This design comes from an exercise in tuning for small area, a short achievable clock period and few clock cycles on the open sky130 flow, not from production work. At most, simulation tests tie the RTL to the original design; equivalence was not proved. Function not checked in runs 4 and 5: the RTL went through the layout flow alone. Power and IR drop assume default switching activity.

--- design.v ---
module cpu(Clk, Reset_N, readM1, address1, data1, readM2, writeM2, address2, data2_in, data2_out, num_inst, output_port, is_halted);
	input Clk;
	input Reset_N;
	output readM1;
	output [16-1:0] address1;
	input [64-1:0] data1;
	output readM2;
	output writeM2;
	output [16-1:0] address2;
	input [64-1:0] data2_in;
	output [64-1:0] data2_out;
	output [16-1:0] num_inst;
	output [16-1:0] output_port;
	output is_halted;
	reg [15:0] pc;               
	reg [63:0] s0, s1;           
	reg vs0, vs1;                
	reg pa0, pa1;                
	reg pb0, pb1;                
	reg [13:0] ra;               
	reg rqv, rqs;                
	reg xv;                      
	reg [15:0] ir;
	reg [15:0] xl;               
	reg [3:0] xtop;              
	reg xdef, xwr, xld, xst, xhlt, xmem;
	reg [1:0] xrd;
	reg xbne, xbeq, xbgz, xblz, xjr, xjx, xlnk;
	reg xurs, xurt;              
	reg xadd, xsub, xtcp, xaddi, xand, xorr, xori, xnot, xshl, xshr, xlhi;
	reg fa1, fa2, fa3;           
	reg fb1, fb2, fb3;           
	reg la1, la2, la3;           
	reg lb1, lb2, lb3;           
	reg m1v, m1w, m1ld, m1st, m1hlt, m1mem;
	reg [1:0] m1rd, m1rs, m1rt;
	reg [15:0] m1res;
	reg m2v, m2w, m2ld, m2st, m2hlt;
	reg [1:0] m2rd, m2rs, m2rt;
	reg [15:0] m2res;
	reg m3v, m3w, m3ld, m3st, m3hlt;
	reg [1:0] m3rd, m3rs, m3rt;
	reg [15:0] m3res;
	reg [15:0] R0, R1, R2, R3;
	reg [63:0] sline;            
	reg [15:0] a2;               
	reg swr;
	reg [15:0] ninst;
	reg [15:0] outp;
	assign readM1 = rqv;
	assign address1 = {ra, 2'b00};
	wire cur = pc[2];
	wire [13:0] cl = pc[15:2];
	wire [13:0] cl1 = cl + 14'd1;
	wire [13:0] cl2 = cl + 14'd2;
	wire vcur = cur ? vs1 : vs0;
	wire acur = cur ? pb1 : pb0;
	reg [15:0] wbuf, warr;
	always @(*) begin
		case (pc[2:0])
			3'd0: wbuf = s0[63:48];
			3'd1: wbuf = s0[47:32];
			3'd2: wbuf = s0[31:16];
			3'd3: wbuf = s0[15:0];
			3'd4: wbuf = s1[63:48];
			3'd5: wbuf = s1[47:32];
			3'd6: wbuf = s1[31:16];
			default: wbuf = s1[15:0];
		endcase
		case (pc[1:0])
			2'd0: warr = data1[63:48];
			2'd1: warr = data1[47:32];
			2'd2: warr = data1[31:16];
			default: warr = data1[15:0];
		endcase
	end
	wire f_have = vcur || acur;
	wire [15:0] fw = vcur ? wbuf : warr;
	wire f_jmp = vcur && ((wbuf[15:12] == 4'd9) || (wbuf[15:12] == 4'd10));
	wire [15:0] f_jtgt = {pc[15:12], wbuf[11:0]};
	wire f_jsame = (wbuf[11:2] == cl[9:0]);
	wire f_jnext = (wbuf[11:2] == cl1[9:0]) && (cl1[13:10] == pc[15:12]);
	wire [3:0] f_op = fw[15:12];
	wire [5:0] f_fn = fw[5:0];
	wire [1:0] f_rs = fw[11:10];
	wire [1:0] f_rt = fw[9:8];
	wire f_isR = (f_op == 4'd15);
	wire f_add = f_isR && f_fn == 6'd0;
	wire f_sub = f_isR && f_fn == 6'd1;
	wire f_and = f_isR && f_fn == 6'd2;
	wire f_orr = f_isR && f_fn == 6'd3;
	wire f_not = f_isR && f_fn == 6'd4;
	wire f_tcp = f_isR && f_fn == 6'd5;
	wire f_shl = f_isR && f_fn == 6'd6;
	wire f_shr = f_isR && f_fn == 6'd7;
	wire f_jpr = f_isR && f_fn == 6'd25;
	wire f_jrl = f_isR && f_fn == 6'd26;
	wire f_wwd = f_isR && f_fn == 6'd28;
	wire f_hlt = f_isR && f_fn == 6'd29;
	wire f_adi = (f_op == 4'd4);
	wire f_ori = (f_op == 4'd5);
	wire f_lhi = (f_op == 4'd6);
	wire f_lwd = (f_op == 4'd7);
	wire f_swd = (f_op == 4'd8);
	wire f_bne = (f_op == 4'd0);
	wire f_beq = (f_op == 4'd1);
	wire f_bgz = (f_op == 4'd2);
	wire f_blz = (f_op == 4'd3);
	wire f_jmpop = (f_op == 4'd9);
	wire f_jal = (f_op == 4'd10);
	wire f_alu2 = f_add || f_sub || f_and || f_orr;
	wire f_alu1 = f_not || f_tcp || f_shl || f_shr;
	wire f_br = f_bne || f_beq || f_bgz || f_blz;
	wire f_jr = f_jpr || f_jrl;
	wire f_def = f_alu2 || f_alu1 || f_jr || f_wwd || f_hlt || f_adi || f_ori || f_lhi
		|| f_lwd || f_swd || f_br || f_jmpop || f_jal;
	wire f_wr = f_alu2 || f_alu1 || f_jrl || f_adi || f_ori || f_lhi || f_lwd || f_jal;
	wire [1:0] f_rd = (f_jal || f_jrl) ? 2'd2 : (f_isR ? fw[7:6] : f_rt);
	wire f_urs = f_alu2 || f_alu1 || f_jr || f_adi || f_ori || f_lwd || f_swd || f_br;
	wire f_urt = f_alu2 || f_bne || f_beq;
	wire [1:0] rs = ir[11:10];
	wire [1:0] rt = ir[9:8];
	reg [15:0] rfa, rfb;
	always @(*) begin
		case (rs)
			2'd0: rfa = R0; 2'd1: rfa = R1; 2'd2: rfa = R2; default: rfa = R3;
		endcase
		case (rt)
			2'd0: rfb = R0; 2'd1: rfb = R1; 2'd2: rfb = R2; default: rfb = R3;
		endcase
	end
	wire fa0 = !(fa1 || fa2 || fa3);
	wire fb0 = !(fb1 || fb2 || fb3);
	wire [15:0] A = ({16{fa1}} & m1res) | ({16{fa2}} & m2res) | ({16{fa3}} & m3res) | ({16{fa0}} & rfa);
	wire [15:0] B = ({16{fb1}} & m1res) | ({16{fb2}} & m2res) | ({16{fb3}} & m3res) | ({16{fb0}} & rfb);
	wire st_busy = m1st || m2st || m3st;
	wire x_stall = xv && ((xurs && (la1 || la2 || la3)) || (xurt && (lb1 || lb2 || lb3)) || (xmem && st_busy));
	wire x_go = xv && !x_stall;
	wire [15:0] simm = {{8{ir[7]}}, ir[7:0]};
	wire [15:0] ax = xtcp ? 16'd0 : A;
	wire [15:0] ay = xsub ? ~B : (xtcp ? ~A : (xaddi ? simm : B));
	wire [15:0] sum = ax + ay + {15'd0, (xsub || xtcp)};
	wire [15:0] res = ({16{xadd || xsub || xtcp || xaddi}} & sum)
		| ({16{xand}} & (A & B))
		| ({16{xorr}} & (A | B))
		| ({16{xori}} & (A | simm))
		| ({16{xnot}} & ~A)
		| ({16{xshl}} & {A[14:0], 1'b0})
		| ({16{xshr}} & {A[15], A[15:1]})
		| ({16{xlhi}} & {ir[7:0], 8'd0})
		| ({16{xlnk}} & xl);             
	wire eq = (A == B);
	wire taken = (xbne && !eq) || (xbeq && eq) || (xbgz && !A[15] && (A != 16'd0)) || (xblz && A[15]);
	wire xbr = xbne || xbeq || xbgz || xblz;
	wire x_redir = x_go && (taken || xjr || xjx);
	wire [2:0] blo = {1'b0, xl[1:0]} + {1'b0, ir[1:0]};
	wire bhi0 = (ir[7:2] == 6'd0);
	wire bhi1 = (ir[7:2] == 6'd1);
	wire b_same = bhi0 && !blo[2];
	wire b_next = (bhi0 && blo[2]) || (bhi1 && !blo[2]);
	wire [15:0] b_tgt = xl + {8'd0, ir[7:0]};
	wire [15:0] j_tgt = xjr ? A : {xtop, ir[11:0]};
	wire j_same = xjr ? (A[15:2] == cl) : ({xtop, ir[11:2]} == cl);
	wire j_next = xjr ? (A[15:2] == cl1) : ({xtop, ir[11:2]} == cl1);
	wire [15:0] x_tgt = xbr ? b_tgt : j_tgt;
	wire x_same = xbr ? b_same : j_same;
	wire x_next = xbr ? b_next : j_next;
	wire x_shift = !x_same && x_next;
	wire x_miss = !x_same && !x_next;
	wire f_go = f_have && !x_stall;        
	wire f_redir = f_go && f_jmp;
	wire [15:0] pc_inc = pc + 16'd1;
	wire n_shift = f_redir ? (!f_jsame && f_jnext) : (f_go && pc[1:0] == 2'd3);
	wire n_miss = f_redir && !f_jsame && !f_jnext;
	wire [15:0] n_pc = f_redir ? f_jtgt : (f_go ? pc_inc : pc);
	wire k_shift = x_redir ? x_shift : n_shift;
	wire k_miss = x_redir ? x_miss : n_miss;
	wire [15:0] pc_n = x_redir ? x_tgt : n_pc;
	wire keep0 = vs0 || pb0 || pa0 || (rqv && !rqs);
	wire keep1 = vs1 || pb1 || pa1 || (rqv && rqs);
	wire need_stay = cur ? !keep1 : !keep0;        
	wire need_shift = cur ? !keep0 : !keep1;       
	wire [13:0] ra_stay = need_stay ? cl : cl1;
	wire stay_rqv = need_stay || need_shift;
	wire rqs_stay = need_stay ? cur : !cur;
	wire [13:0] ra_shift = need_shift ? cl1 : cl2;
	wire rqs_shift = !cur;
	always @(posedge Clk) begin
		if (!Reset_N) begin
			pc <= 16'd0;
			vs0 <= 1'b0; vs1 <= 1'b0;
			pa0 <= 1'b0; pa1 <= 1'b0;
			pb0 <= 1'b0; pb1 <= 1'b0;
			ra <= 14'd0;
			rqv <= 1'b1;
			rqs <= 1'b0;
		end else begin
			pc <= pc_n;
			if (k_miss) begin
				vs0 <= 1'b0; vs1 <= 1'b0;
				pa0 <= 1'b0; pa1 <= 1'b0;
				pb0 <= 1'b0; pb1 <= 1'b0;
			end else if (k_shift) begin
				if (cur) begin
					vs1 <= 1'b0; pa1 <= 1'b0; pb1 <= 1'b0;
					vs0 <= vs0 || pb0; pa0 <= rqv && !rqs; pb0 <= pa0;
				end else begin
					vs0 <= 1'b0; pa0 <= 1'b0; pb0 <= 1'b0;
					vs1 <= vs1 || pb1; pa1 <= rqv && rqs; pb1 <= pa1;
				end
			end else begin
				vs0 <= vs0 || pb0; pa0 <= rqv && !rqs; pb0 <= pa0;
				vs1 <= vs1 || pb1; pa1 <= rqv && rqs; pb1 <= pa1;
			end
			if (x_redir) begin
				ra <= x_tgt[15:2];
				rqs <= x_tgt[2];
				rqv <= 1'b1;
			end else if (n_miss) begin
				ra <= f_jtgt[15:2];
				rqs <= f_jtgt[2];
				rqv <= 1'b1;
			end else if (n_shift) begin
				ra <= ra_shift;
				rqs <= need_shift ? !cur : cur;
				rqv <= 1'b1;
			end else begin
				ra <= ra_stay;
				rqs <= rqs_stay;
				rqv <= stay_rqv;
			end
		end
		if (pb0) s0 <= data1;
		if (pb1) s1 <= data1;
	end
	wire nx1w = xv && xwr;       
	always @(posedge Clk) begin
		if (!Reset_N) begin
			xv <= 1'b0;
		end else if (x_redir) begin
			xv <= 1'b0;
		end else if (!x_stall) begin
			xv <= f_have;
		end
		if (!x_stall) begin
			ir <= fw;
			xl <= pc_inc;
			xtop <= pc[15:12];
			xdef <= f_def; xwr <= f_wr; xld <= f_lwd; xst <= f_swd; xhlt <= f_hlt;
			xmem <= f_lwd || f_swd;
			xrd <= f_rd;
			xbne <= f_bne; xbeq <= f_beq; xbgz <= f_bgz; xblz <= f_blz;
			xjr <= f_jr;
			xlnk <= f_jal || f_jrl;
			xjx <= (f_jmpop || f_jal) && !f_jmp;
			xurs <= f_urs; xurt <= f_urt;
			xadd <= f_add; xsub <= f_sub; xtcp <= f_tcp; xaddi <= f_adi || f_lwd || f_swd;
			xand <= f_and; xorr <= f_orr; xori <= f_ori; xnot <= f_not;
			xshl <= f_shl; xshr <= f_shr; xlhi <= f_lhi;
			fa1 <= nx1w && xrd == f_rs;
			fa2 <= !(nx1w && xrd == f_rs) && m1w && m1rd == f_rs;
			fa3 <= !(nx1w && xrd == f_rs) && !(m1w && m1rd == f_rs) && m2w && m2rd == f_rs;
			fb1 <= nx1w && xrd == f_rt;
			fb2 <= !(nx1w && xrd == f_rt) && m1w && m1rd == f_rt;
			fb3 <= !(nx1w && xrd == f_rt) && !(m1w && m1rd == f_rt) && m2w && m2rd == f_rt;
			la1 <= xv && xld && xrd == f_rs;
			la2 <= m1ld && m1rd == f_rs;
			la3 <= m2ld && m2rd == f_rs;
			lb1 <= xv && xld && xrd == f_rt;
			lb2 <= m1ld && m1rd == f_rt;
			lb3 <= m2ld && m2rd == f_rt;
		end else begin
			fa1 <= 1'b0; fa2 <= fa1; fa3 <= fa2;
			fb1 <= 1'b0; fb2 <= fb1; fb3 <= fb2;
			la1 <= 1'b0; la2 <= la1; la3 <= la2;
			lb1 <= 1'b0; lb2 <= lb1; lb3 <= lb2;
		end
	end
	always @(posedge Clk) begin
		if (!Reset_N) begin
			m1v <= 1'b0; m1w <= 1'b0; m1ld <= 1'b0; m1st <= 1'b0; m1hlt <= 1'b0; m1mem <= 1'b0;
			m2v <= 1'b0; m2w <= 1'b0; m2ld <= 1'b0; m2st <= 1'b0; m2hlt <= 1'b0;
			m3v <= 1'b0; m3w <= 1'b0; m3ld <= 1'b0; m3st <= 1'b0; m3hlt <= 1'b0;
		end else begin
			m1v <= x_go && xdef;
			m1w <= x_go && xwr;
			m1ld <= x_go && xld;
			m1st <= x_go && xst;
			m1hlt <= x_go && xhlt;
			m1mem <= x_go && xmem;
			m2v <= m1v; m2w <= m1w; m2ld <= m1ld; m2st <= m1st; m2hlt <= m1hlt;
			m3v <= m2v; m3w <= m2w; m3ld <= m2ld; m3st <= m2st; m3hlt <= m2hlt;
		end
		m1rd <= xrd; m1rs <= rs; m1rt <= rt; m1res <= res;
		m2rd <= m1rd; m2rs <= m1rs; m2rt <= m1rt; m2res <= m1res;
		m3rd <= m2rd; m3rs <= m2rs; m3rt <= m2rt; m3res <= m2res;
	end
	assign readM2 = m1mem;
	assign writeM2 = swr;
	assign address2 = a2;
	assign data2_out = sline;
	reg [15:0] ldw;
	always @(*) begin
		case (m3res[1:0])
			2'd0: ldw = data2_in[63:48];
			2'd1: ldw = data2_in[47:32];
			2'd2: ldw = data2_in[31:16];
			default: ldw = data2_in[15:0];
		endcase
	end
	reg [15:0] rf_rs3, rf_rt3;
	always @(*) begin
		case (m3rs)
			2'd0: rf_rs3 = R0; 2'd1: rf_rs3 = R1; 2'd2: rf_rs3 = R2; default: rf_rs3 = R3;
		endcase
		case (m3rt)
			2'd0: rf_rt3 = R0; 2'd1: rf_rt3 = R1; 2'd2: rf_rt3 = R2; default: rf_rt3 = R3;
		endcase
	end
	wire [15:0] wd = m3ld ? ldw : m3res;
	always @(posedge Clk) begin
		if (!Reset_N) begin
			R0 <= 16'd0; R1 <= 16'd0; R2 <= 16'd0; R3 <= 16'd0;
		end else if (m3w) begin
			case (m3rd)
				2'd0: R0 <= wd;
				2'd1: R1 <= wd;
				2'd2: R2 <= wd;
				default: R3 <= wd;
			endcase
		end
	end
	always @(posedge Clk) begin
		if (!Reset_N) begin
			swr <= 1'b0;
		end else begin
			swr <= m3st;
		end
		a2 <= m3st ? {m3res[15:2], 2'b00} : sum;
		sline[63:48] <= (m3res[1:0] == 2'd0) ? rf_rt3 : data2_in[63:48];
		sline[47:32] <= (m3res[1:0] == 2'd1) ? rf_rt3 : data2_in[47:32];
		sline[31:16] <= (m3res[1:0] == 2'd2) ? rf_rt3 : data2_in[31:16];
		sline[15:0]  <= (m3res[1:0] == 2'd3) ? rf_rt3 : data2_in[15:0];
	end
	always @(posedge Clk) begin
		if (!Reset_N) begin
			ninst <= 16'd0;
		end else if (m3v) begin
			ninst <= ninst + 16'd1;
			outp <= rf_rs3;
		end
	end
	assign num_inst = ninst;
	assign output_port = outp;
	assign is_halted = m3hlt;
endmodule
--- flow/run.sh ---
#!/bin/bash
# The standard layout, with timing repair aimed at a shorter period than
# the clock constraint (the constraint itself is unchanged).
bash standard.sh SETUP_SLACK_MARGIN=7.9 finish > standard.log 2>&1
--- standard.sh ---
#!/bin/bash
# synth_recipe.tcl (not shown) runs the flow's synth.tcl, then flattens the netlist and writes it again
# the make line also repeats each setting of config.mk as NAME=value (left out here)
make -C /OpenROAD-flow-scripts/flow DESIGN_CONFIG=/design/flow/config.mk WORK_HOME=/design/flow/orfs CLKGATE_MAP_FILE= SYNTH_SCRIPT=/design/flow/synth_recipe.tcl "${@:-finish}"
--- config.mk ---
export PLATFORM = sky130hd
export DESIGN_NAME = cpu
export DESIGN_NICKNAME = cpu
export VERILOG_FILES = /design/flow/design.v
export SDC_FILE = /design/flow/constraint.sdc
export NUM_CORES = 4
export LEC_CHECK = 0
export ABC_AREA = 1
export CAP_MARGIN = 20
export CORE_MARGIN = 2
export CORE_UTILIZATION = 30
export SETUP_SLACK_MARGIN = 5
export SLEW_MARGIN = 20
export SYNTH_MEMORY_MAX_BITS = 16384
--- constraint.sdc ---
create_clock -name core_clock -period 12.0 [get_ports {Clk}]
set_input_delay 2.4000 -clock core_clock [delete_from_list [all_inputs] [get_ports {Clk}]]
set_output_delay 2.4000 -clock core_clock [all_outputs]
set_load 0.01 [all_outputs]
==> results of run 1 <==
-- where the power goes --
part	internal [mW]	switching, mW
Sequential	2.14	0.322
Combinational	1.27	2.76
Clock	1.11	0.757
Total	4.52	3.84
-- layout make-up --
type | count | area (sq um) | area share
clock buffer | 75 | 1560 | 0.0481
clock inverter | 32 | 452 | 0.0140
inverter | 303 | 1150 | 0.0356
multi-input combinational | 2487 | 12600 | 0.391
sequential | 497 | 12000 | 0.371
tap | 1155 | 1450 | 0.0447
timing repair buffer | 321 | 3090 | 0.0956
-- per-stage QoR --
stage | total power [mW] | instances
after detailed placement | 6.29 | 4729
final | 8.36 | 4870
after global routing | 8.87 | 4870
after floorplan | 4.87 | 3441
after global placement | 6.28 | 4729
after CTS | 8.21 | 4845
-- routing by layer --
metal  global-route usage  vias up  wire length [um]
met3               0.0310      221              7460
met4               0.0860        2              4180
li1                     -    12100                 -
met1                0.273    11900             41000
met5                    0        -                12
met2                0.345     1197             45200
-- logic make-up after synthesis --
family / count (synthesis)
buffers and inverters: 459
DFF: 497
other: 1
and+or+nand+nor: 1636
xor gates and xnor gates: 46
adders and majority gates: 66
AOI/OAI and AO/OA: 732
muxes: 3
-- placed cells by master, fill, tap and decap left out, drive strengths merged, types with 4 or more instances in the layout --
cell              n
o22ai            31
xnor2            11
or2              18
clkbuf           75
xor2             35
nor4              6
inv             301
bufinv            9
o21ai           364
nand4            44
a41oi             6
clkdlybuf4s50   258
nand2          1003
ha               63
clkinv           23
a221oi           15
nand3           241
dfxtp           293
o31ai             6
o2111ai          29
buf              63
o211ai           43
a211oi           13
nand3b            5
edfxtp          204
a22o              4
a21o              6
a31oi            25
nor3             27
nor2            293
a21oi           178
-- path summary, 6_finish.rpt --
check,from,endpoint,slack (ps),cells after the start
max,outp[8],output_port[8],7990,1
min,m2rs[1],m3rs[1],330,0
max reg2reg,ir[9],a2[10],8060,20
min reg2reg,m2rs[1],m3rs[1],330,0
-- Yosys cell counts (all sizes together), types with 6 or more instances --
master,n
nand4,44
edfxtp,204
o22ai,31
a21o,6
ha,63
inv,295
o211ai,43
o2111ai,29
clkinv,8
a211oi,13
nand3,241
xnor2,11
clkbuf,94
or2,18
a31oi,25
xor2,35
buf,62
nor2,293
dfxtp,293
a41oi,6
a21oi,178
o21ai,364
nor3,27
o31ai,6
nor4,6
a221oi,15
nand2,1001
-- worst reg2reg max path: stages (launching register included) --
cell and delay (ps):
edfxtp_1 440, buf_4 190, buf_4 140, inv_4 130
o2111ai_1 150, o211ai_1 150, nand4_1 340, nand2_1 130
o21ai_0 90, o21ai_0 140, o21ai_0 160, ha_1 380
a21oi_1 190, nand2_2 90, a21oi_2 230, o21ai_2 90
nand2_1 70, nand2_1 60, a21oi_2 150, xor2_1 350
o21ai_0 170
-- what timing repair did --
action	in CTS	in global routing
cloned	0	2
resized for setup	11	43
buffers inserted	9	23
pin swaps	0	10
endpoints found under the setup margin	54	97
hold buffers	0	0
==> results.yml, run 1 <==
run_status:
  status: "finished clean"
global_routing:
  antenna_found_initial: 1
  grt-ovfl-total: 0
  grt_max_degree: 69
  grt_use_total: 0.209
  grt_pass1_vias: 23500
  grt_pass1_wl_mm: 146
floorplan:
  dieArea_sq_um: 90300
  fp.dieW_um: 301
  core-area_sq_um: 87000
  die-height_um: 301
  num_io_pins: 262
  rows: 108
  start_util: 0.303
sta:
  whs_ps: 326
  hold_viol: 0
  finClkSkew_ps: 43.6
  finalSetupViolations: 0
  slew_headroom: 0.238
  rsz0062_at_grt: "false"
  worst_slew_pin_slew_ps: 1140
  period_needed_ps: 4010
  period_share: 0.334
  setup_ws_ps: 7990
  slew_viol_final: 0
  max_freq_mhz: 249
  fin_tns_setup_ps: 0
final_layout:
  syn_to_final_growth_pct: 22.6
  fin_util: 0.372
  finalInstanceArea_sq_um: 32300
  fin_nets: 3863
  reg_top3: "s0 (64), s1 (64), sline (64)"
  drive_above_1_share: 0.0797
  n_antenna_cell: 0
  fill_cells: 9132
placement:
  placedInstanceArea_sq_um: 29900
  io_buffers: 259
  gp_congestion: 0.986
  place_hpwl_mm: 72.3
  preCtsSetupSlack_ps: 7300
logic_synthesis:
  synth_top_area_share: 0.232
  syn_inst: 3440
  yosys-top-cells-area: "edfxtp_1 23%, dfxtp_1 22%, nand2_1 14%"
  yosysWarningCount: 1
  synth-xor-area-share: 0.0153
  synth_simple_gate_area_frac: 0.263
  netlist_area_sq_um: 26400
  syn-mean-instance-area_sq_um: 7.67
  synth_top_family_by_area: "simple AND/OR/NAND/NOR gates"
  synthFlopType: "dfxtp_1"
  synth_edf_count: 204
  ys_types: 66
  synth_compound_area_frac: 0.160
  synthAdderAreaFrac: 0.0322
  synth_mux_area_frac: 0.00128
  synth_top_cell_by_area: "edfxtp_1"
  synth_seq_cells: 497
  ys_async_sr_fraction: 0
  ys_seq_area_frac: 0.455
setup_path:
  cp.arrival_ps: 1610
  crit_family: "buffers and inverters"
  path_buf_inv: 1
  end_kind: "output port"
  critPathSlowestCell: "clkdlybuf4s50_1"
  max_stage_delay_ps: 570
  cp-start-kind: "flop"
  cp_cell_sequence: "clkdlybuf4s50_1"
  critPathMaxFanout: 1
  path_class: "reg2out"
  cp.required_ps: 9600
route:
  vias: 25300
  dr.pass1.iters: 7
  drt_iter0_drc: 2446
  drc: 0
  wire_per_inst_um: 20.1
  ant_nets: 0
  routed_wl_mm: 97.9
  viasPerCell: 5.20
clocking:
  clk_pin_slew_ps: 60
  cts.sinks: 497
  cts_tree: "yes"
  worst_skew_pair.late_latency_ps: 660
  numCtsBuffers: 57
  htree_levels: 2
  clock-root-buffer: "clkbuf_16"
  cts_buffer_depth: 3
power_and_ir_drop:
  leakage_nw: 13.2
  ir_worst_vdd_mv: 0.143
  power_per_cell_area_nw_per_um2: 259
hold_path:
  hold_path_class: "reg2reg"
flow_run:
  cap_viol_max_count: 0
Testbench counts, summed over its fixed seeds: cycles 9,944.
==> inputs of run 2 (changes only) <==
--- a/config.mk
+++ b/config.mk
@@ -9,5 +9,5 @@
 export CAP_MARGIN = 20
 export CORE_MARGIN = 2
-export CORE_UTILIZATION = 30
+export CORE_UTILIZATION = 50
 export SETUP_SLACK_MARGIN = 5
 export SLEW_MARGIN = 20
==> run 2 against run 1 <==
  * Still clean
  * Via count up 3.2%
  * Clock skew down 30 ps
  * Synthesized cell count unchanged
  * Final cell count down 9.6%
  * First-iteration DRC count up 15%
  * Critical path depth unchanged
  * Clock power down 7%
  * Non-clock buffer count down 1
  * Die area down 40%
  * Highest routed layer unchanged
==> results.yml, run 2 <==
logic_synthesis:
  ys_seq_area_frac: 0.455
  ys_types: 66
  synth_top_cell_by_area: "edfxtp_1"
  ys_async_sr_fraction: 0
  syn_inst: 3440
  synthTopCellsByCount: "972 x nand2_1, 344 x o21ai_0, 293 x dfxtp_1, 281 x inv_1, 275 x nor2_1"
  synth_top_family_by_area: "simple AND/OR/NAND/NOR gates"
  synth-xor-area-share: 0.0153
  yosys-top-cells-area: "edfxtp_1 23%, dfxtp_1 22%, nand2_1 14%"
  synth_compound_area_frac: 0.160
  synth_simple_gate_area_frac: 0.263
  syn-mean-instance-area_sq_um: 7.67
  synth_mux_area_frac: 0.00128
  synthAdderAreaFrac: 0.0322
  netlist_area_sq_um: 26400
  synth_seq_cells: 497
  yosysWarningCount: 1
  synthFlopType: "dfxtp_1"
  synth_top_area_share: 0.232
  yosysMostFrequentCell: "nand2_1"
  synth_edf_count: 204
setup_path:
  crit_family: "buffers and inverters"
  reg2reg_depth: 20
  worstSetupEndpoint: "readM1"
  path_buf_inv: 1
  end_kind: "output port"
  cp_cell_sequence: "clkdlybuf4s50_1"
  path_class: "reg2out"
  rrSetupSlack_ps: 8110
  cp-start-kind: "flop"
  r2r-start: "ir[11]"
  critPathMaxFanout: 3
  cp.arrival_ps: 1630
  path_depth: 1
  critPathSlowestCell: "clkdlybuf4s50_1"
  max_stage_delay_ps: 590
  cp-startpoint: "rqv"
  rr_endpoint: "m1res[12]"
  cp.required_ps: 9600
clocking:
  htree_levels: 2
  worst_skew_pair.late_latency_ps: 620
  cts_tree: "yes"
  cts.sinks: 497
  numCtsBuffers: 55
  clk_pin_slew_ps: 70
  cts_buffer_depth: 3
  ctsHoldBuffers: 0
  clock-root-buffer: "clkbuf_16"
sta:
  max_freq_mhz: 248
  period_share: 0.336
  finalSetupViolations: 0
  slew_viol_final: 0
  rsz0062_at_grt: "true"
  period_needed_ps: 4030
  hold_viol: 0
  slew_headroom: 0.295
  fin_tns_setup_ps: 0
  setup_ws_ps: 7970
  finClkSkew_ps: 13.3
  worst_slew_pin_slew_ps: 1050
final_layout:
  fin_util: 0.604
  fin_nets: 3860
  reg_top3: "s0 (64), s1 (64), sline (64)"
  stdcell_count: 4404
  drive_above_1_share: 0.0787
  syn_to_final_growth_pct: 19.7
  finalInstanceArea_sq_um: 31600
  final_cell_mix: "969 x nand2_1, 338 x o21ai_0, 284 x dfxtp_1"
  fill_cells: 4803
  layout_commonest_cell: "nand2_1"
floorplan:
  die-height_um: 234
  rows: 84
  num_io_pins: 262
  fp.dieW_um: 234
  start_util: 0.504
  core-area_sq_um: 52300
  dieArea_sq_um: 54600
route:
  vias: 26100
  top_layer: "met5"
  viasPerCell: 5.93
  wire_per_inst_um: 22.7
  wl_met3_mm: 8.63
  routed_wl_mm: 100
  drc: 0
  wl_met2_mm: 46.2
  dr.pass1.iters: 6
  wl_met1_mm: 37.8
  ant_nets: 0
  drt_iter0_drc: 2819
placement:
  dp.cells: 4262
  io_buffers: 259
  place_hpwl_mm: 74.6
  preCtsSetupSlack_ps: 7230
  placedInstanceArea_sq_um: 29300
  gp_congestion: 1.06
power_and_ir_drop:
  power_per_cell_area_nw_per_um2: 263
  ir_worst_vdd_mv: 0.143
  seqPwrFrac: 0.298
  leakage_nw: 13.1
  sw_frac_of_total: 0.468
  pwr-share-comb: 0.493
  p_int_mw: 4.41
  pwr-share-clk: 0.209
  power_switching_mw: 3.88
global_routing:
  grt_use_total: 0.357
  grt-ovfl-total: 0
  antenna_found_initial: 6
  grt_pass1_vias: 24200
  grt_pass1_wl_mm: 147
  grt_max_degree: 69
hold_path:
  hold_path_class: "reg2reg"
  min-delay-start: "m1rt[0]"
flow_run:
  cap_viol_max_count: 0
run_status:
  status: "finished clean"
[run 2: repair_timing]
item                                   in CTS  in global routing
resized for setup                          19                 33
setup endpoints to repair                  63                 73
endpoints found under the hold margin       0                  0
pin swaps                                   4                 16
setup buffers                               8                 23
cloned                                      0                  2
[run 2: worst reg2reg max path, cell delays in order (launching register included)]
cell	delay, ps
edfxtp_1	540
buf_4	230
nor2_2	300
nand2_1	90
nand3_1	110
nand2_1	90
nand2_1	240
inv_1	190
nand2_1	90
a31oi_1	140
ha_1	400
a21o_1	200
a21oi_1	250
o21ai_1	120
nand2_1	70
nand2_1	50
a21oi_1	210
o21ai_1	100
xor2_1	180
nand2_1	70
nand3_1	80
[run 2: area by class of cell]
class	count	area, sq um	area share
inverters	303	1150	0.0365
well taps	688	861	0.0272
clock buffers	77	1580	0.0501
multi-input cells	2487	12600	0.400
diodes	5	12.5	0.000396
flip-flops and latches	497	12000	0.380
repair buffers	320	3050	0.0966
clock inverters	27	282	0.00891
[run 2: worst min-delay path by stage]
stage               endpoint  slack, ps  cells after the start
global placement     m2rt[0]        310                      0
detailed placement   m2rt[0]        310                      0
CTS                  m2rt[0]        330                      0
global route         m2rt[0]        330                      0
floorplan            m2rs[0]        310                      0
finish               m2rt[0]        330                      0
[run 2: power by group through the flow]
| stage | clock network, mW | logic (mW) | registers [mW] |
|---|---|---|---|
| 2_1_floorplan | 0 | 2.52 | 2.35 |
| 3_3_place_gp | 0 | 3.79 | 2.49 |
| 3_5_place_dp | 0 | 3.81 | 2.50 |
| 4_1_cts | 1.75 | 3.88 | 2.46 |
| 5_1_grt | 1.82 | 4.42 | 2.49 |
| 6_report | 1.74 | 4.09 | 2.47 |
[run 2: through the flow]
stage / total power, mW / hold WS [ps]
final: 8.30 / 327
after global routing: 8.72 / 330
after CTS: 8.09 / 328
after detailed placement: 6.31 / 312
after global placement: 6.27 / 312
after floorplan: 4.87 / 310
[run 2: kinds of logic after synthesis]
logic type / count (synthesis)
xor gates and xnor gates: 46
buffers and inverters: 459
and+or+nand+nor: 1636
AOI/OAI and AO/OA: 732
muxes: 3
DFF: 497
other: 1
adders and majority gates: 66
[run 2: layer usage]
layer  GRT usage  vias to the layer above
li1            -                    12100
met1       0.437                    12200
met2       0.584                     1540
met3      0.0551                      364
met4       0.233                        2
met5           0                        -
==> inputs of run 3 (changes only) <==
--- a/config.mk
+++ b/config.mk
@@ -10,4 +10,6 @@
 export CORE_MARGIN = 2
 export CORE_UTILIZATION = 50
+export CTS_BUF_LIST = sky130_fd_sc_hd__clkbuf_8
+export CTS_CLUSTER_SIZE = 30
 export SETUP_SLACK_MARGIN = 5
 export SLEW_MARGIN = 20
==> run 3 against run 2 <==
  * Still clean
  * Synthesized cell count did not move
  * Clock skew rose by 24 ps
  * Utilization fell by 0.074 points
  * Clock-buffer cell count rose by 26
  * Critical endpoint is now rqv
  * Highest routed layer unchanged
==> results.yml, run 3 <==
final_layout:
  stdcell_count: 4461
  reg_top3: "s0 (64), s1 (64), sline (64)"
  final_cell_mix: "969 x nand2_1, 337 x o21ai_0, 305 x inv_1"
  drive_above_1_share: 0.0894
  finalInstanceArea_sq_um: 31600
  fin_nets: 3893
  layout_commonest_cell: "nand2_1"
  syn_to_final_growth_pct: 19.6
global_routing:
  grt_max_degree: 69
  antenna_found_initial: 8
  grt_pass1_wl_mm: 148
  grt_pass1_vias: 24400
  grt-ovfl-total: 0
  grt_use_total: 0.360
logic_synthesis:
  synth_simple_gate_area_frac: 0.263
  synthAdderAreaFrac: 0.0322
  ys_types: 66
  synth_seq_cells: 497
  synth_edf_count: 204
  synth_top_cell_by_area: "edfxtp_1"
  ys_seq_area_frac: 0.455
  synthFlopType: "dfxtp_1"
  ys_async_sr_fraction: 0
  syn-mean-instance-area_sq_um: 7.67
  yosys-top-cells-area: "edfxtp_1 23%, dfxtp_1 22%, nand2_1 14%"
  synth_top_area_share: 0.232
  syn_inst: 3440
  synth_compound_area_frac: 0.160
  yosysMostFrequentCell: "nand2_1"
  synth_top_family_by_area: "simple AND/OR/NAND/NOR gates"
  synthTopCellsByCount: "972 x nand2_1, 344 x o21ai_0, 293 x dfxtp_1, 281 x inv_1, 275 x nor2_1"
  synth_mux_area_frac: 0.00128
  yosysWarningCount: 1
  netlist_area_sq_um: 26400
  synth-xor-area-share: 0.0153
floorplan:
  rows: 84
  fp.dieW_um: 234
  die-height_um: 234
  core-area_sq_um: 52300
  start_util: 0.504
  num_io_pins: 262
  dieArea_sq_um: 54600
clocking:
  clock-root-buffer: "clkbuf_8"
  worst_skew_pair.late_latency_ps: 710
  cts_tree: "yes"
  htree_levels: 3
  cts_buffer_depth: 3
  numCtsBuffers: 85
  cts.sinks: 497
  clk_pin_slew_ps: 60
placement:
  dp.cells: 4262
  io_buffers: 259
  preCtsSetupSlack_ps: 7230
  gp_congestion: 1.06
  place_hpwl_mm: 74.6
  placedInstanceArea_sq_um: 29300
sta:
  finalSetupViolations: 0
  period_needed_ps: 4080
  max_freq_mhz: 245
  slew_viol_final: 0
  period_share: 0.340
  slew_headroom: 0.262
  hold_viol: 0
  rsz0062_at_grt: "false"
  finClkSkew_ps: 37.0
  whs_ps: 325
  fin_tns_setup_ps: 0
  setup_ws_ps: 7920
  worst_slew_pin_slew_ps: 1100
power_and_ir_drop:
  p_int_mw: 4.28
  pwr-share-clk: 0.197
  leakage_nw: 13.3
  power_per_cell_area_nw_per_um2: 259
  sw_frac_of_total: 0.476
  power_switching_mw: 3.89
  pwr-share-comb: 0.500
  ir_worst_vdd_mv: 0.143
  seqPwrFrac: 0.303
hold_path:
  hold_path_class: "reg2reg"
route:
  dr.pass1.iters: 6
  drt_iter0_drc: 3066
  drc: 0
  ant_nets: 0
  viasPerCell: 5.92
  routed_wl_mm: 101
  vias: 26400
  wire_per_inst_um: 22.6
flow_run:
  cap_viol_max_count: 0
setup_path:
  end_kind: "flop"
  cp.arrival_ps: 4620
  critPathMaxFanout: 24
  cp.required_ps: 12530
  cp-start-kind: "flop"
  path_class: "reg2reg"
run_status:
  status: "finished clean"
-- run 3: worst max-delay path: stages (launching register included) --
cell and delay [ps]:
edfxtp_1 510, buf_4 200, nand2_8 110, o211ai_1 390, nand4_1 320, buf_4 240, buf_4 120, ha_1 290
nor2_1 90, nand2_1 80, nor2_2 110, nand2_1 70, a21oi_1 160, nand3_1 130, a21oi_2 280, nand2_4 140
nand2_8 150, nand2_2 100, a21oi_4 290, nand4_1 130
-- run 3: what timing repair did --
item | in CTS | in global routing
hold buffers | 0 | 0
hold endpoints to repair | 0 | 0
pin swaps | 4 | 16
gates resized for setup | 21 | 36
setup endpoints to repair | 66 | 70
gates cloned | 0 | 2
buffers inserted | 11 | 23
-- run 3: stage by stage --
| step | util | power [mW] |
|---|---|---|
| after detailed placement | 0.560 | 6.31 |
| after global placement | 0.560 | 6.27 |
| after floorplan | - | 4.87 |
| after CTS | 0.596 | 7.97 |
| after global routing | 0.603 | 8.61 |
| final | 0.603 | 8.17 |
-- run 3: logic make-up after synthesis --
family                     count (synthesis)
other                                      1
DFF                                      497
muxes                                      3
adders and majority gates                 66
AOI/OAI and AO/OA                        732
xor gates and xnor gates                  46
and+or+nand+nor                         1636
buffers and inverters                    459
-- run 3: power by group through the flow --
stage          logic (mW)  registers, mW  clock network, mW
3_5_place_dp         3.81           2.50                  0
6_report             4.09           2.47               1.61
3_3_place_gp         3.79           2.49                  0
5_1_grt              4.42           2.49               1.70
4_1_cts              3.88           2.46               1.62
2_1_floorplan        2.52           2.35                  0
-- run 3: layout make-up --
cell class,count,area [sq um]
clock buffer,103,1420
antenna,5,12.5
sequential,497,12000
tap,688,861
timing repair buffer,323,3100
multi-input combinational,2487,12600
clock inverter,55,369
inverter,303,1150
fill,4868,20800
-- run 3: routing by layer --
layer	share of wire	vias to the layer above	track usage
li1	-	12100	-
met1	0.38	12300	0.442
met2	0.47	1576	0.592
met3	0.086	393	0.0610
met4	0.069	6	0.221
met5	0.00042	-	0
-- run 3: path summary, 6_finish.rpt --
check	from	to	slack, ps	cells after the start
setup / recovery	ir[9]	rqv	7920	19
hold / removal	m1rt[0]	m2rt[0]	330	0
setup reg to reg	ir[9]	rqv	7920	19
hold reg to reg	m1rt[0]	m2rt[0]	330	0
==> inputs of run 4 (changes only) <==
--- a/design.v
+++ b/design.v
@@ -81,42 +81,16 @@
 	wire f_jsame = (wbuf[11:2] == cl[9:0]);
 	wire f_jnext = (wbuf[11:2] == cl1[9:0]) && (cl1[13:10] == pc[15:12]);
-	wire [3:0] f_op = fw[15:12];
-	wire [5:0] f_fn = fw[5:0];
+	wire [26:0] dbuf, darr;
+	fdec DBUF (wbuf, dbuf);
+	fdec DARR (warr, darr);
+	wire [26:0] fd = vcur ? dbuf : darr;
 	wire [1:0] f_rs = fw[11:10];
 	wire [1:0] f_rt = fw[9:8];
-	wire f_isR = (f_op == 4'd15);
-	wire f_add = f_isR && f_fn == 6'd0;
-	wire f_sub = f_isR && f_fn == 6'd1;
-	wire f_and = f_isR && f_fn == 6'd2;
-	wire f_orr = f_isR && f_fn == 6'd3;
-	wire f_not = f_isR && f_fn == 6'd4;
-	wire f_tcp = f_isR && f_fn == 6'd5;
-	wire f_shl = f_isR && f_fn == 6'd6;
-	wire f_shr = f_isR && f_fn == 6'd7;
-	wire f_jpr = f_isR && f_fn == 6'd25;
-	wire f_jrl = f_isR && f_fn == 6'd26;
-	wire f_wwd = f_isR && f_fn == 6'd28;
-	wire f_hlt = f_isR && f_fn == 6'd29;
-	wire f_adi = (f_op == 4'd4);
-	wire f_ori = (f_op == 4'd5);
-	wire f_lhi = (f_op == 4'd6);
-	wire f_lwd = (f_op == 4'd7);
-	wire f_swd = (f_op == 4'd8);
-	wire f_bne = (f_op == 4'd0);
-	wire f_beq = (f_op == 4'd1);
-	wire f_bgz = (f_op == 4'd2);
-	wire f_blz = (f_op == 4'd3);
-	wire f_jmpop = (f_op == 4'd9);
-	wire f_jal = (f_op == 4'd10);
-	wire f_alu2 = f_add || f_sub || f_and || f_orr;
-	wire f_alu1 = f_not || f_tcp || f_shl || f_shr;
-	wire f_br = f_bne || f_beq || f_bgz || f_blz;
-	wire f_jr = f_jpr || f_jrl;
-	wire f_def = f_alu2 || f_alu1 || f_jr || f_wwd || f_hlt || f_adi || f_ori || f_lhi
-		|| f_lwd || f_swd || f_br || f_jmpop || f_jal;
-	wire f_wr = f_alu2 || f_alu1 || f_jrl || f_adi || f_ori || f_lhi || f_lwd || f_jal;
-	wire [1:0] f_rd = (f_jal || f_jrl) ? 2'd2 : (f_isR ? fw[7:6] : f_rt);
-	wire f_urs = f_alu2 || f_alu1 || f_jr || f_adi || f_ori || f_lwd || f_swd || f_br;
-	wire f_urt = f_alu2 || f_bne || f_beq;
+	wire f_def = fd[0], f_wr = fd[1], f_lwd = fd[2], f_swd = fd[3], f_hlt = fd[4];
+	wire [1:0] f_rd = fd[6:5];
+	wire f_bne = fd[7], f_beq = fd[8], f_bgz = fd[9], f_blz = fd[10], f_jr = fd[11];
+	wire f_jop = fd[12], f_lnk = fd[13], f_urs = fd[14], f_urt = fd[15];
+	wire f_add = fd[16], f_sub = fd[17], f_tcp = fd[18], f_addi = fd[19], f_and = fd[20];
+	wire f_orr = fd[21], f_ori = fd[22], f_not = fd[23], f_shl = fd[24], f_shr = fd[25], f_lhi = fd[26];
 	wire [1:0] rs = ir[11:10];
 	wire [1:0] rt = ir[9:8];
@@ -140,5 +114,6 @@
 	wire [15:0] ax = xtcp ? 16'd0 : A;
 	wire [15:0] ay = xsub ? ~B : (xtcp ? ~A : (xaddi ? simm : B));
-	wire [15:0] sum = ax + ay + {15'd0, (xsub || xtcp)};
+	wire [15:0] sum;
+	add16 ADD (ax, ay, xsub || xtcp, sum);
 	wire [15:0] res = ({16{xadd || xsub || xtcp || xaddi}} & sum)
 		| ({16{xand}} & (A & B))
@@ -252,8 +227,8 @@
 			xbne <= f_bne; xbeq <= f_beq; xbgz <= f_bgz; xblz <= f_blz;
 			xjr <= f_jr;
-			xlnk <= f_jal || f_jrl;
-			xjx <= (f_jmpop || f_jal) && !f_jmp;
+			xlnk <= f_lnk;
+			xjx <= f_jop && !f_jmp;
 			xurs <= f_urs; xurt <= f_urt;
-			xadd <= f_add; xsub <= f_sub; xtcp <= f_tcp; xaddi <= f_adi || f_lwd || f_swd;
+			xadd <= f_add; xsub <= f_sub; xtcp <= f_tcp; xaddi <= f_addi;
 			xand <= f_and; xorr <= f_orr; xori <= f_ori; xnot <= f_not;
 			xshl <= f_shl; xshr <= f_shr; xlhi <= f_lhi;
@@ -355,2 +330,71 @@
 	assign is_halted = m3hlt;
 endmodule
+module fdec(w, o);
+	input [15:0] w;
+	output [26:0] o;
+	wire [3:0] op = w[15:12];
+	wire [5:0] fn = w[5:0];
+	wire isR = (op == 4'd15);
+	wire add = isR && fn == 6'd0;
+	wire sub = isR && fn == 6'd1;
+	wire an = isR && fn == 6'd2;
+	wire orr = isR && fn == 6'd3;
+	wire nt = isR && fn == 6'd4;
+	wire tcp = isR && fn == 6'd5;
+	wire shl = isR && fn == 6'd6;
+	wire shr = isR && fn == 6'd7;
+	wire jpr = isR && fn == 6'd25;
+	wire jrl = isR && fn == 6'd26;
+	wire wwd = isR && fn == 6'd28;
+	wire hlt = isR && fn == 6'd29;
+	wire adi = (op == 4'd4);
+	wire ori = (op == 4'd5);
+	wire lhi = (op == 4'd6);
+	wire lwd = (op == 4'd7);
+	wire swd = (op == 4'd8);
+	wire bne = (op == 4'd0);
+	wire beq = (op == 4'd1);
+	wire bgz = (op == 4'd2);
+	wire blz = (op == 4'd3);
+	wire jmp = (op == 4'd9);
+	wire jal = (op == 4'd10);
+	wire alu2 = add || sub || an || orr;
+	wire alu1 = nt || tcp || shl || shr;
+	wire br = bne || beq || bgz || blz;
+	wire jr = jpr || jrl;
+	wire def = alu2 || alu1 || jr || wwd || hlt || adi || ori || lhi || lwd || swd || br || jmp || jal;
+	wire wr = alu2 || alu1 || jrl || adi || ori || lhi || lwd || jal;
+	wire [1:0] rd = (jal || jrl) ? 2'd2 : (isR ? w[7:6] : w[9:8]);
+	wire urs = alu2 || alu1 || jr || adi || ori || lwd || swd || br;
+	wire urt = alu2 || bne || beq;
+	assign o = {lhi, shr, shl, nt, ori, orr, an, adi || lwd || swd, tcp, sub, add,
+		urt, urs, jal || jrl, jmp || jal, jr, blz, bgz, beq, bne, rd, hlt, swd, lwd, wr, def};
+endmodule
+module add16(a, b, cin, s);
+	input [15:0] a, b;
+	input cin;
+	output [15:0] s;
+	wire [15:0] p = a ^ b;
+	wire [15:0] g0 = a & b;
+	wire [15:0] G1, P1, G2, P2, G3, P3, G4, P4;
+	genvar i;
+	generate
+		for (i = 0; i < 16; i = i + 1) begin : lvl
+			wire gi = (i == 0) ? (g0[0] | (p[0] & cin)) : g0[i];
+			assign G1[i] = (i >= 1) ? (gi | (p[i] & ((i == 1) ? (g0[0] | (p[0] & cin)) : g0[i-1]))) : gi;
+			assign P1[i] = (i >= 1) ? (p[i] & p[i-1]) : p[i];
+		end
+		for (i = 0; i < 16; i = i + 1) begin : l2
+			assign G2[i] = (i >= 2) ? (G1[i] | (P1[i] & G1[i-2])) : G1[i];
+			assign P2[i] = (i >= 2) ? (P1[i] & P1[i-2]) : P1[i];
+		end
+		for (i = 0; i < 16; i = i + 1) begin : l3
+			assign G3[i] = (i >= 4) ? (G2[i] | (P2[i] & G2[i-4])) : G2[i];
+			assign P3[i] = (i >= 4) ? (P2[i] & P2[i-4]) : P2[i];
+		end
+		for (i = 0; i < 16; i = i + 1) begin : l4
+			assign G4[i] = (i >= 8) ? (G3[i] | (P3[i] & G3[i-8])) : G3[i];
+		end
+	endgenerate
+	assign s = p ^ {G4[14:0], cin};
+endmodule
==> flow/run.sh (replaced) <==
#!/bin/bash
# The standard layout, with timing repair aimed at a shorter period than
# the clock constraint (the constraint itself is unchanged).
bash standard.sh SETUP_SLACK_MARGIN=8.5 finish > standard.log 2>&1
--- a/config.mk
+++ b/config.mk
@@ -6,10 +6,8 @@
 export NUM_CORES = 4
 export LEC_CHECK = 0
-export ABC_AREA = 1
+export ABC_CLOCK_PERIOD_IN_PS = 3000
 export CAP_MARGIN = 20
 export CORE_MARGIN = 2
-export CORE_UTILIZATION = 50
-export CTS_BUF_LIST = sky130_fd_sc_hd__clkbuf_8
-export CTS_CLUSTER_SIZE = 30
+export CORE_UTILIZATION = 40
 export SETUP_SLACK_MARGIN = 5
 export SLEW_MARGIN = 20
==> run 4 against run 3 <==
  * Clock power grew 9%
  * Register-to-register slack lost 150 ps
  * Critical endpoint is now ra[8]
  * Non-clock buffer count grew 193
  * Sequential cell count unchanged
  * Via count fell by 15%
  * Worst hold slack got worse by 12 ps
  * Largest power group unchanged
  * Still clean on timing, DRC and antenna
  * Power increased by 15%
  * First-iteration DRC count down 22%
==> results.yml, run 4 <==
flow_run:
  cap_viol_max_count: 0
setup_path:
  cp.required_ps: 12530
  cp-start-kind: "flop"
  cp.arrival_ps: 4760
  end_kind: "flop"
  critPathMaxFanout: 8
  path_class: "reg2reg"
  rrSetupSlack_ps: 7770
logic_synthesis:
  synth_compound_area_frac: 0.155
  synthFlopType: "dfxtp_1"
  synth_seq_cells: 497
  synth_mux_area_frac: 0.128
  synth-xor-area-share: 0.0394
  synth_edf_count: 204
  synthTopCellsByCount: "293 x dfxtp_1, 217 x nor2_1, 211 x nand2_1, 204 x edfxtp_1, 133 x o21ai_0"
  synth_simple_gate_area_frac: 0.136
  synthAdderAreaFrac: 0.0340
  synth_top_family_by_area: "compound AO/OA/AOI/OAI gates"
  syn-mean-instance-area_sq_um: 10.4
  synth_top_cell_by_area: "edfxtp_1"
  ys_async_sr_fraction: 0
  ys_seq_area_frac: 0.469
  netlist_area_sq_um: 25600
  syn_inst: 2456
  ys_types: 85
  yosysMostFrequentCell: "dfxtp_1"
  synth_top_area_share: 0.240
  yosys-top-cells-area: "edfxtp_1 24%, dfxtp_1 23%, mux4_2 5.4%"
  yosysWarningCount: 1
placement:
  dp.cells: 3436
  io_buffers: 259
  gp_congestion: 0.972
  place_hpwl_mm: 61.7
  placedInstanceArea_sq_um: 29300
power_and_ir_drop:
  power_per_cell_area_nw_per_um2: 272
  leakage_nw: 13.0
  ir_worst_vdd_mv: 0.151
route:
  drt_iter0_drc: 2405
  wire_per_inst_um: 24.7
  drc: 0
  vias: 22500
  dr.pass1.iters: 9
  routed_wl_mm: 92.8
  viasPerCell: 5.99
  ant_nets: 0
clocking:
  clock-root-buffer: "clkbuf_16"
  cts_tree: "yes"
  clk_pin_slew_ps: 60
  cts.sinks: 497
  numCtsBuffers: 53
  htree_levels: 2
  worst_skew_pair.late_latency_ps: 630
  cts_buffer_depth: 3
final_layout:
  final_cell_mix: "225 x dfxtp_1, 204 x edfxtp_1, 196 x nor2_1"
  fin_nets: 3065
  drive_above_1_share: 0.355
  stdcell_count: 3758
  n_antenna_cell: 0
  multi_input_area_sq_um: 14400
  finalInstanceArea_sq_um: 34500
  fin_util: 0.548
  syn_to_final_growth_pct: 35.2
  fill_cells: 5409
  reg_top3: "s0 (64), s1 (64), sline (64)"
  regArea_sq_um: 12100
  layout_commonest_cell: "dfxtp_1"
floorplan:
  die-height_um: 257
  start_util: 0.405
  rows: 92
  dieArea_sq_um: 65900
  fp.dieW_um: 257
  core-area_sq_um: 63100
  num_io_pins: 262
sta:
  period_needed_ps: 4230
  hold_viol: 0
  period_share: 0.353
  whs_ps: 313
  finClkSkew_ps: 40.3
  rsz0062_at_grt: "true"
  fin_tns_setup_ps: 0
  worst_slew_pin_slew_ps: 1160
  finalSetupViolations: 0
  max_freq_mhz: 236
  slew_headroom: 0.220
  slew_viol_final: 0
hold_path:
  hold_path_class: "reg2reg"
global_routing:
  antenna_found_initial: 0
  grt-ovfl-total: 0
  grt_use_total: 0.269
  grt_pass1_vias: 21800
  grt_pass1_wl_mm: 137
  grt_max_degree: 80
run_status:
  status: "finished clean"
run 4: worst paths after layout:
kind / startpoint / end / cells past startpoint
worst max-delay path: ir[10] / ra[8] / 17
worst min-delay path: m2rs[0] / m3rs[0] / 0
worst max register to register: ir[10] / ra[8] / 17
worst min register to register: m2rs[0] / m3rs[0] / 0
run 4: repair_timing:
item / in CTS / in global routing
endpoints found under the setup margin: 310 / 188
cloned: 11 / 6
gates resized for setup: 963 / 192
pin swaps: 117 / 98
hold buffers: 0 / 0
setup buffers: 151 / 55
run 4: final cells by class:
class / count / area share
Sequential cell: 497 / 0.351
Timing Repair Buffer: 516 / 0.139
Tap cell: 846 / 0.0306
Clock buffer: 67 / 0.0451
Clock inverter: 31 / 0.00956
Multi-Input combinational cell: 1721 / 0.416
Inverter: 80 / 0.00909
run 4: worst max-delay path, cell delays in order, from the launching register on:
cell and delay [ps]:
edfxtp_1 410, buf_6 160, buf_8 130, clkbuf_16 150, or3b_2 440, o2111ai_1 230
nand2_2 150, ha_1 330, nor4_2 220, nand4_1 180, mux2_4 350, a2111oi_4 250
o21ai_4 170, and2_4 230, buf_6 130, nor2_4 250, a21boi_0 150, o221ai_1 190
run 4: through the flow:
stage	worst slack [ps]	power (mW)
CTS	7830	8.82
floorplan	7830	4.87
detailed placement	6800	6.16
global placement	6870	6.14
global route	7560	9.78
finish	7770	9.40
run 4: layer usage:
| metal | part of all wire | vias to the layer above | GRT usage |
|---|---|---|---|
| met1 | 0.40 | 11000 | 0.347 |
| met5 | 0 | - | 0 |
| met2 | 0.47 | 1151 | 0.445 |
| met3 | 0.073 | 270 | 0.0389 |
| li1 | - | 10100 | - |
| met4 | 0.052 | 0 | 0.127 |
run 4: power breakdown:
group | leakage (nW) | internal [mW] | switching (mW)
clock | 0.936 | 1.03 | 0.726
sequential | 4.46 | 2.14 | 0.374
combinational | 7.64 | 2.26 | 2.86
run 4: kinds of logic after synthesis:
family          count (synthesis)
flops                         497
other cells                     1
compound gates                573
buf+inv                       244
xor+xnor                      115
fa+ha+maj                      68
mux                           236
simple gates                  722
==> inputs of run 5 (changes only) <==
==> flow/run.sh (replaced) <==
#!/bin/bash
# The standard layout, with timing repair aimed at a shorter period than
# the clock constraint (the constraint itself is unchanged).
bash standard.sh SETUP_SLACK_MARGIN=7.9 finish > standard.log 2>&1
--- a/config.mk
+++ b/config.mk
@@ -6,5 +6,5 @@
 export NUM_CORES = 4
 export LEC_CHECK = 0
-export ABC_CLOCK_PERIOD_IN_PS = 3000
+export ABC_AREA = 1
 export CAP_MARGIN = 20
 export CORE_MARGIN = 2
==> run 5 against run 4 <==
  * Register-to-register slack gained 330 ps
  * Wire length grew 9.0%
  * Critical endpoint is now xurs
  * Highest routed layer unchanged
  * Largest cell class unchanged
  * Critical path depth shrank 7
  * Worst hold slack better by 11 ps
==> results.yml, run 5 <==
route:
  vias: 26000
  drc: 0
  ant_nets: 0
  routed_wl_mm: 101
  drt_iter0_drc: 3013
  dr.pass1.iters: 7
  wire_per_inst_um: 21.8
  viasPerCell: 5.62
setup_path:
  rr_endpoint: "pc[2]"
  end_kind: "flop"
  path_buf_inv: 2
  critPathMaxFanout: 4
  reg2reg_depth: 20
  path_class: "in2reg"
  critPathSlowestCell: "a31oi_1"
  r2r-start: "ir[9]"
  rrSetupSlack_ps: 8100
  cp.arrival_ps: 4390
  crit_top_cell: "nand2_1"
  crit_family: "compound AO/OA/AOI/OAI gates"
  cp_cell_sequence: "clkdlybuf4s50_1 -> nand2_1 -> a31oi_1 -> nor3b_1 -> nand2_1 -> nand2_1 -> inv_1 -> nand4_1 -> a21oi_2 -> nand2_1"
  cp.required_ps: 12370
  cp-start-kind: "input pin"
  max_stage_delay_ps: 600
logic_synthesis:
  syn_inst: 3512
  synth_top_cell_by_area: "edfxtp_1"
  ys_seq_area_frac: 0.451
  syn-mean-instance-area_sq_um: 7.57
  synthFlopType: "dfxtp_1"
  yosysMostFrequentCell: "nand2_1"
  synthTopCellsByCount: "1,009 x nand2_1, 309 x o21ai_0, 303 x inv_1, 293 x dfxtp_1, 269 x nor2_1"
  yosysWarningCount: 1
  synth_seq_cells: 497
  synth_edf_count: 204
  ys_async_sr_fraction: 0
  yosys-top-cells-area: "edfxtp_1 23%, dfxtp_1 22%, nand2_1 14%"
  ys_types: 61
  synth_top_area_share: 0.230
  netlist_area_sq_um: 26600
sta:
  worst_slew_pin_slew_ps: 1130
  rsz0062_at_grt: "true"
  slew_viol_final: 0
  period_needed_ps: 4020
  period_share: 0.335
  max_freq_mhz: 249
  setup_ws_ps: 7980
  hold_viol: 0
  finClkSkew_ps: 44.2
  finalSetupViolations: 0
  slew_headroom: 0.243
  fin_tns_setup_ps: 0
final_layout:
  final_cell_mix: "1,005 x nand2_1, 306 x o21ai_0, 302 x inv_1"
  reg_top3: "s0 (64), s1 (64), sline (64)"
  layout_commonest_cell: "nand2_1"
  syn_to_final_growth_pct: 20.5
  stdcell_count: 4632
  multi_input_area_sq_um: 12900
  fin_nets: 3916
  drive_above_1_share: 0.0648
  regArea_sq_um: 12000
  fill_cells: 6487
clocking:
  cts_tree: "yes"
  worst_skew_pair.late_latency_ps: 640
  clk_pin_slew_ps: 60
  htree_levels: 2
  numCtsBuffers: 55
  clock-root-buffer: "clkbuf_16"
  ctsHoldBuffers: 0
  cts.sinks: 497
  cts_buffer_depth: 3
power_and_ir_drop:
  seqPwrFrac: 0.299
  leakage_nw: 13.2
  power_switching_mw: 3.79
  pwr-share-comb: 0.485
  ir_worst_vdd_mv: 0.150
  pwr-share-clk: 0.216
  power_per_cell_area_nw_per_um2: 256
  sw_frac_of_total: 0.462
  p_int_mw: 4.41
global_routing:
  antenna_found_initial: 2
  grt-ovfl-total: 0
  grt_pass1_vias: 24000
  grt_use_total: 0.289
  grt_max_degree: 67
  grt_pass1_wl_mm: 151
placement:
  place_hpwl_mm: 75.4
  dp.cells: 4513
  io_buffers: 259
  gp_congestion: 1.03
  preCtsSetupSlack_ps: 7200
flow_run:
  cap_viol_max_count: 0
floorplan:
  fp.dieW_um: 262
  start_util: 0.404
  die-height_um: 262
  dieArea_sq_um: 68500
  rows: 94
  core-area_sq_um: 65700
  num_io_pins: 262
hold_path:
  hold-path-endpoint: "m2rs[1]"
  hold_depth: 0
  min-delay-start: "m1rs[1]"
  hold_path_class: "reg2reg"
run_status:
  status: "finished clean"
-- run 5: layer usage --
| metal | part of all wire | vias to the layer above | global-route usage |
|---|---|---|---|
| met4 | 0.053 | 0 | 0.133 |
| met1 | 0.41 | 12100 | 0.380 |
| met3 | 0.074 | 266 | 0.0449 |
| li1 | - | 12300 | - |
| met2 | 0.46 | 1329 | 0.470 |
| met5 | 0 | - | 0 |
-- run 5: what timing repair did --
action	4_1_cts	5_1_grt
setup buffers	3	11
gates resized for setup	15	44
setup endpoints to repair	54	71
pin swaps	1	3
-- run 5: cells by family (layout without fill, tap and decap cells) --
logic type,count (synthesis),in the layout,share of synthesized area
xor+xnor,58,58,0.0194
other cells,1,4,0.000141
buf+inv,472,725,0.0719
simple gates,1658,1658,0.258
compound gates,759,759,0.167
flops,497,497,0.451
fa+ha+maj,66,66,0.0319
mux,1,1,0.000377
-- run 5: worst max path at each step --
stage / from / endpoint / slack (ps) / cells after the start
4_1_cts: fa2 / pc[0] / 7890 / 20
2_1_floorplan: Reset_N / outp[0] / 8070 / 5
3_3_place_gp: data1[33] / xurs / 7200 / 12
3_5_place_dp: data1[33] / xurs / 7200 / 12
6_report: data1[35] / xurs / 7980 / 10
5_1_grt: ir[9] / pc[2] / 7830 / 18
-- run 5: power by group through the flow --
stage | Combinational [mW] | Sequential, mW | Clock [mW]
finish | 3.98 | 2.45 | 1.77
CTS | 3.81 | 2.44 | 1.80
floorplan | 2.44 | 2.37 | 0
detailed placement | 3.78 | 2.47 | 0
global route | 4.33 | 2.47 | 1.86
global placement | 3.78 | 2.47 | 0
-- run 5: stage by stage --
stage	util	hold slack (ps)	total power, mW	cell area (sq um)
2_1_floorplan	-	310	4.82	26600
6_report	0.487	325	8.20	32000
4_1_cts	0.483	325	8.05	31800
5_1_grt	0.487	330	8.66	32000
3_5_place_dp	0.454	312	6.25	29800
3_3_place_gp	0.454	310	6.26	29800
-- run 5: cell type report --
type | instances | share of cell area
multi-input combinational | 2544 | 0.403
sequential | 497 | 0.375
timing repair buffer | 308 | 0.0925
clock buffer | 68 | 0.0454
inverter | 314 | 0.0371
tap | 864 | 0.0337
clock inverter | 35 | 0.0134
antenna | 2 | 0.000156
-- run 5: worst reg2reg max path: stages, from the launching register on --
cell and delay, ps:
edfxtp_1 550, nor2_1 90, buf_4 200, nand2_1 80
o2111ai_1 100, o211ai_1 150, nand4_1 280, buf_4 230
ha_1 280, nor2_1 110, nand2_1 70, nor2_1 110
nand2_1 70, a21oi_1 150, nand3_1 100, a21oi_2 280
nand2_2 170, nand2_8 190, nor2_1 150, o211ai_1 320
nand3_1 120

separate check: timing with driven ports:
In the flow no input, the clock included, has a driving cell. The finished layouts below were timed again as built, in two steps.
Step 1 (the two cells are an assumption about what drives the block):
set clk [get_ports {Clk}]
set_driving_cell -lib_cell sky130_fd_sc_hd__clkbuf_16 $clk
set_driving_cell -lib_cell sky130_fd_sc_hd__buf_2 [delete_from_list [all_inputs] $clk]
Step 2, shift: input delay + t, output delay - t, t = (earliest + latest rising clock arrival at the registers) / 2. This alone moves slack from input paths to output paths.
Slacks: ideal / step 1 / step 2; pairs: ideal / step 1.
| run | t, ns | setup slack, ns | pins driven straight from the clock port |
|---|---|---|---|
| run 1 | 0.702 | 7.987 / 7.920 / 7.340 | 1 |
| run 2 | 0.680 | 7.966 / 7.900 / 7.402 | 1 |
| run 3 | 0.752 | 7.916 / 7.899 / 7.283 | 1 |
| run 4 | 0.674 | 7.768 / 7.768 / 7.502 | 1 |
| run 5 | 0.688 | 7.979 / 7.945 / 7.333 | 1 |
After both steps setup and hold are still met in every run listed. For run 1, which loses most, drivers alone change the setup slack by -0.067 ns; drivers and shift together by -0.647 ns.
